Source: an optimization exercise on an open RTL-to-GDS flow (aim: small area and a short achievable clock period). Production flows keep margins and buffers that such runs may drop. Only simulation tests tie the RTL to the original design; equivalence was not proved. Power figures rest on the tool's default switching activity, not on a simulated workload.

<file path="constraint.sdc">
create_clock -name core_clock -period 110.0 [get_ports {clk}]
set_input_delay 22.0000 -clock core_clock [delete_from_list [all_inputs] [get_ports {clk}]]
set_output_delay 22.0000 -clock core_clock [all_outputs]
set_load 0.01 [all_outputs]
</file>
<file path="design.v">
typedef enum bit [4:0] {
    ARITHMETIC,
    MEMORY,
    BRANCH,
    JUMP
} OP_TYPES;
typedef enum bit [5:0] {
    ADD,
    SUB,
    XOR,
    OR,
    AND,
    SLL,
    SRL,
    SRA,
    SLT,
    SLTU,
    EQ,
    LUI,
    AUIPC,
    MUL,
    MULH,
    MULSU,
    MULU,
    DIV,
    DIVU,
    REM,
    REMU
} ARITHMETIC_TYPES;
typedef enum bit [5:0] {
    LB,
    LH,
    LW,
    LBU,
    LHU,
    SB,
    SH,
    SW
} MEMORY_TYPES;
typedef enum bit [5:0] {
    BEQ,
    BNE,
    BLT,
    BGE,
    BLTU,
    BGEU
} BRANCH_TYPES;
typedef enum bit [5:0] {
    JAL,
    JALR
} JUMP_TYPES;
typedef struct packed {
    logic [31:0] instr_addr;  
    logic [4:0] op_type;  
    logic [6:0] op_spec;  
    logic [4:0] rd_ind;  
    logic [31:0] rs1_dat;  
    logic [31:0] rs2_dat;  
    logic [31:0] imm_val;  
} d_e_WI;
typedef struct packed {
    logic [4:0] op_type;   
    logic [6:0] op_spec;  
    logic [4:0] rd_ind;  
    logic [31:0] reg_dat;  
    logic [31:0] jmp_addr;  
    logic jmp_tk;  
} e_w_WI;
module md_array (
    input  logic        div,       
    input  logic [31:0] acc_in,    
    input  logic [31:0] y,         
    input  logic [31:0] mbits,     
    input  logic [31:0] hz,        
    output logic [31:0] q,         
    output logic [31:0] acc_out
);
    logic [31:0] acc [33];
    assign acc[32] = acc_in;
    for (genvar j = 31; j >= 0; --j) begin : g_row
        localparam int N = 32 - j;
        logic [N:0] s;
        logic sel;
        assign s = {1'b0, acc[j + 1][31:j]} + {1'b0, y[N - 1:0]} + {{N{1'b0}}, div};
        assign sel = div ? (s[N] & hz[j]) : mbits[j];
        assign q[j] = sel;
        if (j > 0) begin : g_lo
            assign acc[j] = {sel ? s[N - 1:0] : acc[j + 1][31:j], acc[j + 1][j - 1:0]};
        end else begin : g_lo0
            assign acc[j] = sel ? s[N - 1:0] : acc[j + 1];
        end
    end
    assign acc_out = acc[0];
endmodule
module execute (
    input logic clk,
    input logic rst_n,
    input logic [31:0] instr_addr,  
    input logic [4:0] op_type,  
    input logic [6:0] op_spec,  
    input logic [4:0] rd_ind,  
    input logic [31:0] rs1_dat,  
    input logic [31:0] rs2_dat,  
    input logic [31:0] imm_val,  
    output logic [4:0] e_op_type,
    output logic [6:0] e_op_spec,
    output logic [4:0] e_rd_ind,
    output logic [31:0] e_reg_dat,
    output logic [31:0] e_jmp_addr,
    output logic e_jmp_tk,
    input logic flush,
    output logic [31:0] mem_addr_out,  
    output logic [31:0] mem_dat_out,  
    output logic mem_read_en,  
    output logic mem_write_en,  
    input logic stall_in_bk,  
    input logic stall_in_ft,  
    output logic stall_out_ft  
);
    logic t_ar, t_mem, t_br, t_jmp;
    assign t_ar  = (op_type == 5'd0);
    assign t_mem = (op_type == 5'd1);
    assign t_br  = (op_type == 5'd2);
    assign t_jmp = (op_type == 5'd3);
    logic [5:0] sp;
    assign sp = op_spec[5:0];
    logic [31:0] a, b;
    assign a = rs1_dat;
    assign b = op_spec[6] ? imm_val : rs2_dat;
    logic do_sub;
    assign do_sub = t_br | (sp != 6'd0);
    logic [31:0] cb;
    assign cb = t_br ? rs2_dat : b;
    logic [32:0] as;
    assign as = {1'b0, a} + {1'b0, do_sub ? ~cb : cb} + {32'b0, do_sub};
    logic ltu, lt, eq;
    assign ltu = ~as[32];
    assign lt  = (a[31] ^ cb[31]) ? a[31] : ltu;
    assign eq  = (a == cb);
    logic [31:0] shl, shr;
    assign shl = a << b[4:0];
    assign shr = $signed({sp[0] & a[31], a}) >>> b[4:0];   
    logic md_div;
    assign md_div = sp[4];   
    logic na, nb;
    assign na = md_div & a[31];
    assign nb = md_div & b[31];
    logic [31:0] a_abs, b_abs;
    assign a_abs = (a ^ {32{na}}) + {31'b0, na};
    assign b_abs = (b ^ {32{nb}}) + {31'b0, nb};
    logic [31:0] hz;
    assign hz[0] = 1'b1;
    for (genvar j = 1; j < 32; ++j) begin : g_hz
        assign hz[j] = ~|b_abs[31:32 - j];
    end
    logic [31:0] md_q, md_r;
    md_array u_md (
        .div(md_div),
        .acc_in(md_div ? a_abs : 32'b0),
        .y(md_div ? ~b_abs : b),
        .mbits(a),
        .hz(hz),
        .q(md_q),
        .acc_out(md_r)
    );
    logic nq;
    assign nq = (a[31] ^ b[31]) & (b != 32'b0);
    logic [31:0] div_res, rem_res;
    assign div_res = (md_q ^ {32{nq}}) + {31'b0, nq};
    assign rem_res = (md_r ^ {32{a[31]}}) + {31'b0, a[31]};
    logic [31:0] pc_imm, rs1_imm, pc4;
    assign pc_imm  = instr_addr + imm_val;
    assign rs1_imm = rs1_dat + imm_val;
    assign pc4     = instr_addr + 32'd4;
    logic [31:0] reg_dat, jmp_addr;
    logic jmp_tk;
    always_comb begin
        reg_dat = 32'b0;
        if (t_ar) begin
            case (sp)
                6'd0, 6'd1: reg_dat = as[31:0];
                6'd2: reg_dat = a ^ b;
                6'd3: reg_dat = a | b;
                6'd4: reg_dat = a & b;
                6'd5: reg_dat = shl;
                6'd6, 6'd7: reg_dat = shr;
                6'd8: reg_dat = {31'b0, lt};
                6'd9: reg_dat = {31'b0, ltu};
                6'd11: reg_dat = imm_val;
                6'd12: reg_dat = pc_imm;
                6'd13: reg_dat = md_r;
                6'd17: reg_dat = div_res;
                6'd19: reg_dat = rem_res;
                default: reg_dat = 32'b0;
            endcase
        end else if (t_jmp) begin
            reg_dat = pc4;
        end
    end
    always_comb begin
        jmp_addr = 32'b0;
        if (t_br) jmp_addr = pc_imm;
        else if (t_jmp) begin
            if (op_spec == 7'd0) jmp_addr = pc_imm;
            else if (op_spec == 7'd1) jmp_addr = {rs1_imm[31:1], 1'b0};
        end
    end
    always_comb begin
        jmp_tk = 1'b0;
        if (t_jmp) jmp_tk = 1'b1;
        else if (t_br) begin
            case (op_spec)
                7'd0: jmp_tk = eq;
                7'd1: jmp_tk = ~eq;
                7'd2: jmp_tk = lt;
                7'd3: jmp_tk = ~lt;
                7'd4: jmp_tk = ltu;
                7'd5: jmp_tk = ~ltu;
                default: jmp_tk = 1'b0;
            endcase
        end
    end
    always_comb begin
        mem_addr_out = t_mem ? rs1_imm : 32'b0;
        mem_read_en  = t_mem & (op_spec <= 7'd4);
        mem_write_en = t_mem & (op_spec >= 7'd5) & (op_spec <= 7'd7);
        case (op_spec)
            7'd5: mem_dat_out = {24'b0, rs2_dat[7:0]};
            7'd6: mem_dat_out = {16'b0, rs2_dat[15:0]};
            7'd7: mem_dat_out = rs2_dat;
            default: mem_dat_out = 32'b0;
        endcase
        if (!t_mem) mem_dat_out = 32'b0;
    end
    logic [81:0] e_d, e_q;
    assign e_d = flush ? 82'b0 : {op_type, op_spec, rd_ind, reg_dat, jmp_addr, jmp_tk};
    always_ff @(posedge clk) begin
        if (~rst_n) e_q <= 82'b0;
        else if (~stall_in_ft) e_q <= e_d;
    end
    assign {e_op_type, e_op_spec, e_rd_ind, e_reg_dat, e_jmp_addr, e_jmp_tk} = flush ? 82'b0 : e_q;
    logic s_q;
    always_ff @(posedge clk) begin
        if (~rst_n) s_q <= 1'b0;
        else s_q <= stall_in_bk | flush;
    end
    assign stall_out_ft = s_q;
endmodule
</file>
<file path="run.sh">
#!/bin/bash
# synth_recipe.tcl (not shown) runs the flow's synth.tcl, then flattens the netlist and writes it again
# the make line also repeats each setting of config.mk as NAME=value (left out here)
make -C /OpenROAD-flow-scripts/flow DESIGN_CONFIG=/design/flow/config.mk WORK_HOME=/design/flow/orfs CLKGATE_MAP_FILE= SYNTH_SCRIPT=/design/flow/synth_recipe.tcl finish
</file>
<file path="config.mk">
export PLATFORM = sky130hd
export DESIGN_NAME = execute
export DESIGN_NICKNAME = execute
export VERILOG_FILES = /design/flow/design.v
export SDC_FILE = /design/flow/constraint.sdc
export NUM_CORES = 4
export LEC_CHECK = 0
export ABC_AREA = 1
export CAP_MARGIN = 20
export CORE_MARGIN = 2
export CORE_UTILIZATION = 40
export SLEW_MARGIN = 20
</file>
==> out/metrics.yaml <==
synthArstFlopShare: 0
crit_type: "in2reg"
cp.arrival_ns: 102.13
max_freq_mhz: 9.81
track_usage: 0.403
fin_nets: 10300
cap_violations: 0
pg_clk_w: 0.0000318
finalHoldViolCount: 0
drt_pass1_iterations: 9
critPathRequiredTime_ns: 110.23
initial_core_util: 0.403
synth_compound_area_frac: 0.204
drive_above_1_share: 0.0957
grt_pass1_vias: 58800
die-area_sq_um: 131000
wl_microns: 276000
area_growth_pct: 14.9
cellPowerDensity_nw_per_um2: 34.6
startpoint: "imm_val[6]"
tightestPinTransition_ns: 1.27
avgSynthCellArea_sq_um: 5.69
p_leak_nw: 29.4
cp-start-kind: "input port"
synth_cell_types: 79
regToRegSetupSlack_ns: 109.29
outcome: "no timing/DRC/antenna violations"
cts_sinks: 83
grt_pass1_wl_microns: 393000
rr_endpoint: "e_q[64]"
vias: 62900
critPathMaxFanout: 39
finalCriticalPeriod_ns: 101.90
switching_power_w: 0.00128
io_pins: 299
combinationalPowerShare: 0.969
synthSimpleGateAreaFrac: 0.357
peakVddDrop_mv: 0.0352
sw_frac_of_total: 0.629
p_seq_w: 0.0000306
gp_congestion: 1.14
die_w_microns: 362
cts_tree: "yes"
fin_cells: 11100
cp_slowest_cell: "clkdlybuf4s50_1"
synth_edf_count: 0
clock-skew-final_ns: 0
syn_nets: 9893
synth.cell_area_sq_um: 51300
crit_family: "compound AO/OA/AOI/OAI gates"
grt_max_degree: 85
reg2regPathDepth: 2
synth_ff_type: "dfxtp_1"
dp.cells: 11000
h-tree-depth: 3
numCtsBuffers: 9
path_clk_slew_ns: 0.08
vias_per_cell: 5.68
relSlewSlack: 0.144
path_depth: 589
io_buffers: 298
clk_path_buf_depth: 2
dpl.hpwl_microns: 229000
pwr-share-seq: 0.015
drcViolationCount: 0
setup_violations: 0
min_to: "e_q[11]"
grt_remaining_overflow: 0
layout_worst_path_cycle_share: 0.926
worst-path-buf-inv: 65
synth-adder-area-share: 0.186
fp.dieH_microns: 362
hold-path-cell-count: 2
crit_path_max_incr_delay_ns: 0.57
synth_top_family_by_area: "simple AND/OR/NAND/NOR gates"
ys_seq_area_frac: 0.0324
synth-xor-area-share: 0.0925
synth_cells: 9019
rows: 131
hold_class: "reg2reg"
timing.rr.start: "e_q[64]"
cp_common_cell: "nand2_1"
antenna_found_initial: 9
wl_per_cell_microns: 25.0
hp-start: "e_q[11]"
drt_iter0_markers: 6047
report.final.slew_viol_count: 0
yosys_register_bits: 83
muxShareOfSynthArea: 0.00785
combinationalPower_w: 0.00198
p_clk_frac: 0.016
crit_end: "e_q[63]"
synth_warnings: 3
top_power_group: "combinational logic"
core_sq_um: 127000
ant_nets: 0
utilization: 0.463
root_buffer: "clkbuf_16"
cp-end-kind: "flop"
clk_latency_ns: 0.38
p_int_w: 0.000757
## power groups by stage
stage / sequential [W] / clock (W) / combinational [W]
global placement: 0.0000313 / 0 / 0.00187
floorplan: 0.0000313 / 0 / 0.00143
## sequential cells by signal (all words and copies together) (netlist names)
signal	flops
s_q	1
e_q	82
## routing by layer
| layer | global-route usage | share of wire | vias up | wire [microns] |
|---|---|---|---|---|
| li1 | - | - | 30400 | - |
| met1 | 0.501 | 0.41 | 29100 | 114000 |
| met2 | 0.650 | 0.43 | 2785 | 120000 |
| met3 | 0.0638 | 0.081 | 654 | 22500 |
| met4 | 0.248 | 0.072 | 8 | 19900 |
| met5 | 0 | 0.00030 | - | 84 |
## placed cells by master, fill, tap and decap left out, types with 154 or more instances in the layout
cell type,count
nand2_1,2423
inv_1,1191
a21oi_1,761
nor2_1,669
ha_1,658
nand3_1,629
o21ai_0,469
xor2_1,379
buf_4,328
clkdlybuf4s50_1,291
xnor2_1,154
## Yosys cell counts, types with 83 or more instances
master,n,area (sq um)
dfxtp_1,83,1660
inv_1,1202,4510
xnor2_1,155,1360
or2_2,100,626
ha_1,659,8250
clkbuf_1,155,582
xor2_1,382,3350
nor2_1,682,2560
a21oi_1,776,3880
nand2_1,2440,9160
nand3_1,631,3160
o21ai_0,522,2610
o21bai_1,83,623
## area by class of cell
cell class | count | area (sq um)
sequential | 83 | 1660
timing repair inverter | 4 | 26.3
inverter | 1256 | 4770
clock inverter | 7 | 72.6
fill | 13900 | 68400
clock buffer | 9 | 225
multi-input combinational | 7403 | 44400
tap | 1662 | 2080
antenna | 6 | 15.0
timing repair buffer | 643 | 5700
## worst min path at each step
| stage | cells past startpoint | to | slack (ns) | startpoint |
|---|---|---|---|---|
| 3_3_place_gp | 2 | e_q[11] | 0.45 | e_q[11] |
| 2_1_floorplan | 2 | e_q[11] | 0.44 | e_q[11] |
## cells by family (layout without fill, tap and decap cells)
logic type	Yosys count	count (layout)
compound gates	1825	1829
other cells	0	6
fa+ha+maj	724	724
xor+xnor	539	539
mux	39	39
simple gates	4268	4272
flops	83	83
buf+inv	1541	1919
## per-stage QoR
stage               setup slack (ns)  power, W  instance area, sq um  hold slack, ns  TNS [ns]
finish                          8.10   0.00204                 59000           0.464         0
global route                  -0.440   0.00227                 59000           0.477     -1.95
global placement               0.990   0.00190                 57500           0.447         0
floorplan                      12.49   0.00147                 51300           0.436         0
detailed placement            -0.953   0.00191                 57500           0.456     -6.60
CTS                            0.184   0.00196                 57800           0.467         0
## timing repair
action                                  in CTS  in global routing
hold buffers                                 0                  0
cloned                                       0                 13
buffers inserted                             0                 46
endpoints found under the setup margin      14                 32
resized for setup                            7                209
pin swaps                                    0                 39

## afterwards: timing with drivers on the ports
How much do the figures lean on ideal ports? The routed layout below was timed once more, with nothing changed but the port constraints.
Step 1 sets driving cells, clkbuf_16 on the clock port and buf_2 on the other inputs (assumed; they add their load-dependent delay and slew).
Step 2 moves the port delays by t, midway between the first and last clock arrival at a register: inputs arrive t later, outputs are due t later. That takes back most of the time a late clock gives input paths.
a / b / c = ideal ports / drivers / drivers and shift; a / b = the first two.
t, ns: 0.427
setup slack, ns: 8.101 / 8.128 / 7.701
clock arrival spread, ns: 0.015 / 0.015
After both steps setup and hold are still met in this run. For this run, drivers alone change the setup slack by +0.027 ns; drivers and shift together by -0.400 ns.
